From an optimization exercise on the open Yosys and OpenROAD flow, aimed at small area; shortcuts taken in it are not production practice.
Function was checked by simulation only, so behaviour that the tests miss may differ from the original.
Power is estimated from default activity; no workload was simulated.

==> flow/design.v <==
module CannyEdge(dAddrRegRow, dAddrRegCol, bWE, bCE, InData, OutData,
	OPMode, bOPEnable, dReadReg, dWriteReg, clk, rst_b);
input  [2:0] dAddrRegRow, dAddrRegCol;
input        bWE, bCE;
input  [7:0] InData;
output [7:0] OutData;
reg    [7:0] OutData;
input  [2:0] OPMode;
input        bOPEnable;
input  [3:0] dReadReg, dWriteReg;
input        clk, rst_b;
function [15:0] add;
	input [15:0] a, b;
	input ci;
	integer k;
	reg c;
	begin
		c = ci;
		for (k = 0; k < 16; k = k + 1) begin
			add[k] = a[k] ^ b[k] ^ c;
			c = (a[k] & b[k]) | (c & (a[k] ^ b[k]));
		end
	end
endfunction
function geq;
	input [13:0] a, b;
	integer k;
	reg c;
	begin
		c = 1'b1;
		for (k = 0; k < 14; k = k + 1)
			c = (a[k] & ~b[k]) | (c & (a[k] | ~b[k]));
		geq = c;
	end
endfunction
reg [7:0] X [0:24];
reg [1:0] y6;             
reg [7:0] zf;             
reg [2:0] cnt;            
reg [14:0] acc;           
reg [10:0] gx, gy;        
reg        flag;          
reg        thr;           
wire op   = bCE & ~bOPEnable;
wire act  = op & ~(cnt[2] & cnt[0]);
wire m_g  = (OPMode == 3'd0);
wire m_s  = (OPMode == 3'd1);
wire m_n  = (OPMode == 3'd2);
wire m_h  = (OPMode == 3'd3);
wire wr   = ~bCE & ~bWE;
wire rd   = ~bCE & bWE;
wire c_0  = (cnt == 3'd0);
wire c_1  = (cnt == 3'd1);
wire c_2  = (cnt == 3'd2);
always @(posedge clk or negedge rst_b)
	if (!rst_b) cnt <= 3'd0;
	else if (op) cnt <= (cnt == 3'd5) ? cnt : cnt + 3'd1;
	else cnt <= 3'd0;
wire       d0 = (y6 == 2'd0);
reg  [2:0] rsel, csel;
always @* begin
	if (op & (m_n | m_h)) begin
		if (cnt[0] == 1'b0) begin
			rsel = d0 ? 3'd1 : 3'd0;
			csel = d0 ? 3'd0 : {1'b0, ~y6};
		end else begin
			rsel = d0 ? 3'd1 : 3'd2;
			csel = d0 ? 3'd2 : {1'b0, y6} - 3'd1;
		end
	end else if (op) begin
		rsel = cnt;
		csel = dAddrRegCol;
	end else begin
		rsel = dAddrRegRow;
		csel = dAddrRegCol;
	end
end
reg [7:0] rb0, rb1, rb2, rb3, rb4;
always @* begin
	case (rsel)
	3'd0: begin rb0 = X[0];  rb1 = X[1];  rb2 = X[2];  rb3 = X[3];  rb4 = X[4];  end
	3'd1: begin rb0 = X[5];  rb1 = X[6];  rb2 = X[7];  rb3 = X[8];  rb4 = X[9];  end
	3'd2: begin rb0 = X[10]; rb1 = X[11]; rb2 = X[12]; rb3 = X[13]; rb4 = X[14]; end
	3'd3: begin rb0 = X[15]; rb1 = X[16]; rb2 = X[17]; rb3 = X[18]; rb4 = X[19]; end
	default: begin rb0 = X[20]; rb1 = X[21]; rb2 = X[22]; rb3 = X[23]; rb4 = X[24]; end
	endcase
end
reg [7:0] xr;
always @* begin
	case (csel)
	3'd0: xr = rb0;
	3'd1: xr = rb1;
	3'd2: xr = rb2;
	3'd3: xr = rb3;
	default: xr = rb4;
	endcase
end
wire [8:0]  gP  = add(rb0, rb4, 1'b0);
wire [8:0]  gQ  = add(rb1, rb3, 1'b0);
wire [9:0]  gPQ = add(gP, gQ, 1'b0);
wire [11:0] gS  = add(add(gPQ, {gQ, 1'b0}, 1'b0), {rb2, 2'b00}, 1'b0);
wire [10:0] gE1 = add(gPQ, {rb2, 1'b0}, 1'b0);
wire [14:0] gsh = c_2 ? {gS, 2'b00} : cnt[0] ? {gS, 1'b0} : {3'b000, gS};
wire [14:0] gE  = c_2 ? ~{5'd0, gQ, 1'b0} : cnt[0] ? {4'd0, gE1} : 15'd0;
wire [14:0] accn = add(add(c_0 ? 15'd0 : acc, gsh, 1'b0), gE, c_2);
always @(posedge clk)
	if (act & m_g) acc <= accn;
wire [10:0] dd = add({3'b000, rb2}, ~{3'b000, rb0}, 1'b1);
wire [10:0] ss = add(add(rb0, rb2, 1'b0), {rb1, 1'b0}, 1'b0);
wire [10:0] gxn = add(c_0 ? 11'd0 : gx, c_1 ? {dd[9:0], 1'b0} : dd, 1'b0);
wire [10:0] gyn = add(c_0 ? 11'd0 : gy, c_2 ? ~ss : ss, c_2);
always @(posedge clk)
	if (act & m_s & ~cnt[2] & ~(cnt[1] & cnt[0])) begin
		gx <= gxn;
		if (~cnt[0]) gy <= gyn;
	end
wire        sx = gx[10], sy = gy[10];
wire [10:0] ax = add(gx ^ {11{sx}}, 16'd0, sx);
wire [10:0] ay = add(gy ^ {11{sy}}, 16'd0, sy);
wire        ng = sx ^ sy;
wire [11:0] gsum = add(ax, ay, 1'b0);
wire [13:0] m5 = add(ax, {ax, 2'b00}, ng);
wire [13:0] m1 = add(ax, 16'd0, ng);
wire        c0  = geq(m1, {ay, 1'b0});
wire        c90 = ~geq(m5, {ay, 1'b0});
wire [7:0]  dirv = c0 ? 8'd0 : c90 ? 8'd90 : ng ? 8'd135 : 8'd45;
wire [7:0] x6 = X[6];
wire       ge6 = geq(x6, xr);
reg        za, zb;
always @* begin
	case (y6)
	2'd0: begin za = zf[3]; zb = zf[4]; end
	2'd1: begin za = zf[2]; zb = zf[5]; end
	2'd2: begin za = zf[1]; zb = zf[6]; end
	default: begin za = zf[0]; zb = zf[7]; end
	endcase
end
wire       hi = (xr[7:4] != 4'd0) | (xr[3:0] == 4'hf);
wire       nmsw = act & m_n & c_1;
wire       ok = flag & ge6;
always @(posedge clk)
	if (act & (m_n | m_h) & c_0)
		flag <= m_n ? ge6 : (hi | za);
always @(posedge clk)
	if (act & m_h & c_1)
		thr <= (x6 >= 8'd15) | ((x6 > 8'd10) & (flag | hi | zb));
wire [7:0] wd = bCE ? 8'd0 : InData;
reg  [4:0] rdec, cdec;
always @* begin
	rdec = 5'd0; cdec = 5'd0;
	case (dAddrRegRow)
	3'd0: rdec[0] = 1'b1;
	3'd1: rdec[1] = 1'b1;
	3'd2: rdec[2] = 1'b1;
	3'd3: rdec[3] = 1'b1;
	3'd4: rdec[4] = 1'b1;
	default: ;
	endcase
	case (dAddrRegCol)
	3'd0: cdec[0] = 1'b1;
	3'd1: cdec[1] = 1'b1;
	3'd2: cdec[2] = 1'b1;
	3'd3: cdec[3] = 1'b1;
	3'd4: cdec[4] = 1'b1;
	default: ;
	endcase
end
wire [4:0] na = d0 ? 5'd5 : (y6 == 2'd1) ? 5'd2 : (y6 == 2'd2) ? 5'd1 : 5'd0;
wire [4:0] nb = d0 ? 5'd7 : (y6 == 2'd1) ? 5'd10 : (y6 == 2'd2) ? 5'd11 : 5'd12;
wire       wx = wr & (dWriteReg == 4'd0);
integer i;
always @(posedge clk) begin
	for (i = 0; i < 25; i = i + 1)
		if ((wx & rdec[i / 5] & cdec[i % 5]) |
		    (nmsw & (ok ? (na == i || nb == i) : (i == 6))))
			X[i] <= wd;
end
always @(posedge clk)
	if (wr & (dWriteReg == 4'd1) & rdec[1] & cdec[1]) y6 <= InData[1:0];
wire zone = (InData == 8'd1);
wire wz   = wr & (dWriteReg == 4'd2);
always @(posedge clk) begin
	if (wz & rdec[0] & cdec[0]) zf[0] <= zone;
	if (wz & rdec[0] & cdec[1]) zf[1] <= zone;
	if (wz & rdec[0] & cdec[2]) zf[2] <= zone;
	if (wz & rdec[1] & cdec[0]) zf[3] <= zone;
	if (wz & rdec[1] & cdec[2]) zf[4] <= zone;
	if (wz & rdec[2] & cdec[0]) zf[5] <= zone;
	if (wz & rdec[2] & cdec[1]) zf[6] <= zone;
	if (wz & rdec[2] & cdec[2]) zf[7] <= zone;
end
always @(posedge clk)
	if (rd)
		case (dReadReg)
		4'd0: OutData <= acc[14:7];
		4'd1: OutData <= gsum[10:3];
		4'd2: OutData <= dirv;
		4'd3: OutData <= xr;
		4'd4: OutData <= {7'd0, thr};
		default: ;
		endcase
endmodule
Settings: LEC_CHECK=0, CAP_MARGIN=20, CORE_MARGIN=2, CORE_UTILIZATION=40, SLEW_MARGIN=20; clock period 12.0 ns.
run.sh (not shown) runs the stock make flow with config.mk's settings and CLKGATE_MAP_FILE= SYNTH_SCRIPT=/design/flow/synth_recipe.tcl, a recipe that flattens the netlist after the stock synthesis.
The starting point completed, yet does not pass: negative setup slack.
Change:
--- a/flow/design.v
+++ b/flow/design.v
@@ -52,29 +52,18 @@
 wire c_0  = (cnt == 3'd0);
 wire c_1  = (cnt == 3'd1);
 wire c_2  = (cnt == 3'd2);
+wire c_3  = (cnt == 3'd3);
 always @(posedge clk or negedge rst_b)
 	if (!rst_b) cnt <= 3'd0;
 	else if (op) cnt <= (cnt == 3'd5) ? cnt : cnt + 3'd1;
 	else cnt <= 3'd0;
+reg        mnh;
+always @(posedge clk) mnh <= (OPMode[2:1] == 2'b01);
 wire       d0 = (y6 == 2'd0);
-reg  [2:0] rsel, csel;
-always @* begin
-	if (op & (m_n | m_h)) begin
-		if (cnt[0] == 1'b0) begin
-			rsel = d0 ? 3'd1 : 3'd0;
-			csel = d0 ? 3'd0 : {1'b0, ~y6};
-		end else begin
-			rsel = d0 ? 3'd1 : 3'd2;
-			csel = d0 ? 3'd2 : {1'b0, y6} - 3'd1;
-		end
-	end else if (op) begin
-		rsel = cnt;
-		csel = dAddrRegCol;
-	end else begin
-		rsel = dAddrRegRow;
-		csel = dAddrRegCol;
-	end
-end
+wire [2:0] osel = (mnh & c_1 & ~d0) ? 3'd0 : (mnh & c_2 & d0) ? 3'd1 : cnt;
+wire [2:0] ncol = c_1 ? (d0 ? 3'd0 : {1'b0, ~y6}) : (d0 ? 3'd2 : {1'b0, y6} - 3'd1);
+wire [2:0] rsel = bCE ? osel : dAddrRegRow;
+wire [2:0] csel = bCE ? ncol : dAddrRegCol;
 reg [7:0] rb0, rb1, rb2, rb3, rb4;
 always @* begin
 	case (rsel)
@@ -105,19 +94,24 @@
 wire [14:0] accn = add(add(c_0 ? 15'd0 : acc, gsh, 1'b0), gE, c_2);
 always @(posedge clk)
 	if (act & m_g) acc <= accn;
+wire        sx = gx[10], sy = gy[10];
+wire        nx = c_3 & sx, ny = c_3 & sy;
 wire [10:0] dd = add({3'b000, rb2}, ~{3'b000, rb0}, 1'b1);
 wire [10:0] ss = add(add(rb0, rb2, 1'b0), {rb1, 1'b0}, 1'b0);
-wire [10:0] gxn = add(c_0 ? 11'd0 : gx, c_1 ? {dd[9:0], 1'b0} : dd, 1'b0);
-wire [10:0] gyn = add(c_0 ? 11'd0 : gy, c_2 ? ~ss : ss, c_2);
+wire [10:0] gxa = c_0 ? 11'd0 : (gx ^ {11{nx}});
+wire [10:0] gxb = c_3 ? 11'd0 : c_1 ? {dd[9:0], 1'b0} : dd;
+wire [10:0] gya = c_0 ? 11'd0 : (gy ^ {11{ny}});
+wire [10:0] gyb = c_3 ? 11'd0 : c_2 ? ~ss : ss;
+wire [10:0] gxn = add(gxa, gxb, nx);
+wire [10:0] gyn = add(gya, gyb, c_2 | ny);
 always @(posedge clk)
-	if (act & m_s & ~cnt[2] & ~(cnt[1] & cnt[0])) begin
-		gx <= gxn;
-		if (~cnt[0]) gy <= gyn;
+	if (act & m_s & ~cnt[2]) begin
+		gx <= {c_3 ? sx ^ sy : gxn[10], gxn[9:0]};
+		if (~cnt[0] | c_3) gy <= gyn;
 	end
-wire        sx = gx[10], sy = gy[10];
-wire [10:0] ax = add(gx ^ {11{sx}}, 16'd0, sx);
-wire [10:0] ay = add(gy ^ {11{sy}}, 16'd0, sy);
-wire        ng = sx ^ sy;
+wire [9:0]  ax = gx[9:0];
+wire [9:0]  ay = gy[9:0];
+wire        ng = gx[10];
 wire [11:0] gsum = add(ax, ay, 1'b0);
 wire [13:0] m5 = add(ax, {ax, 2'b00}, ng);
 wire [13:0] m1 = add(ax, 16'd0, ng);
@@ -136,13 +130,13 @@
 	endcase
 end
 wire       hi = (xr[7:4] != 4'd0) | (xr[3:0] == 4'hf);
-wire       nmsw = act & m_n & c_1;
+wire       nmsw = act & m_n & c_2;
 wire       ok = flag & ge6;
 always @(posedge clk)
-	if (act & (m_n | m_h) & c_0)
+	if (act & (m_n | m_h) & c_1)
 		flag <= m_n ? ge6 : (hi | za);
 always @(posedge clk)
-	if (act & m_h & c_1)
+	if (act & m_h & c_2)
 		thr <= (x6 >= 8'd15) | ((x6 > 8'd10) & (flag | hi | zb));
 wire [7:0] wd = bCE ? 8'd0 : InData;
 reg  [4:0] rdec, cdec;
Outcome: With this change the flow passed the timing, design-rule and antenna checks. Design area shrinks by 0.77%. Via count went up by 0.42%. Worst hold slack improves by 19 ps. Sequential cell count goes up by 1. Utilization went up by 0.52 points. Sequential share of layout area came out higher by 0.42 points. Setup slack gets better by 260 ps. Clock skew climbs by 4.4 ps. Global-route usage is higher by 0.23 points. Total power shrinks by 5.3%. First-iteration DRC count shrinks by 16%. Non-clock buffer count shrinks by 4.

[static timing again, ports no longer ideal]
How much do the figures lean on ideal ports? The routed layouts below were timed once more, with nothing changed but the port constraints.
Step 1, drivers: a clkbuf_16 drives clk and a buf_2 each remaining input, both assumed.
Step 2 moves the port delays by t, midway between the first and last clock arrival at a register: inputs arrive t later, outputs are due t later. That takes back most of the time a late clock gives input paths.
a / b / c = ideal / step 1 / step 2; a / b = the first two.
| run | t (ns) | slack for setup (ns) | worst setup path at the end | pins driven straight from the clock port |
|---|---|---|---|---|
| the first run | 0.617 | -0.078 / -0.066 / -0.683 | input to register | 1 |
| the second run | 0.626 | 0.180 / 0.156 / -0.470 | input to register | 1 |
With both steps, setup timing fails in the second run, where it was met with ideal ports. The setup slack of the second run, which loses most, moves by -0.024 ns with the drivers and by -0.650 ns with both steps.
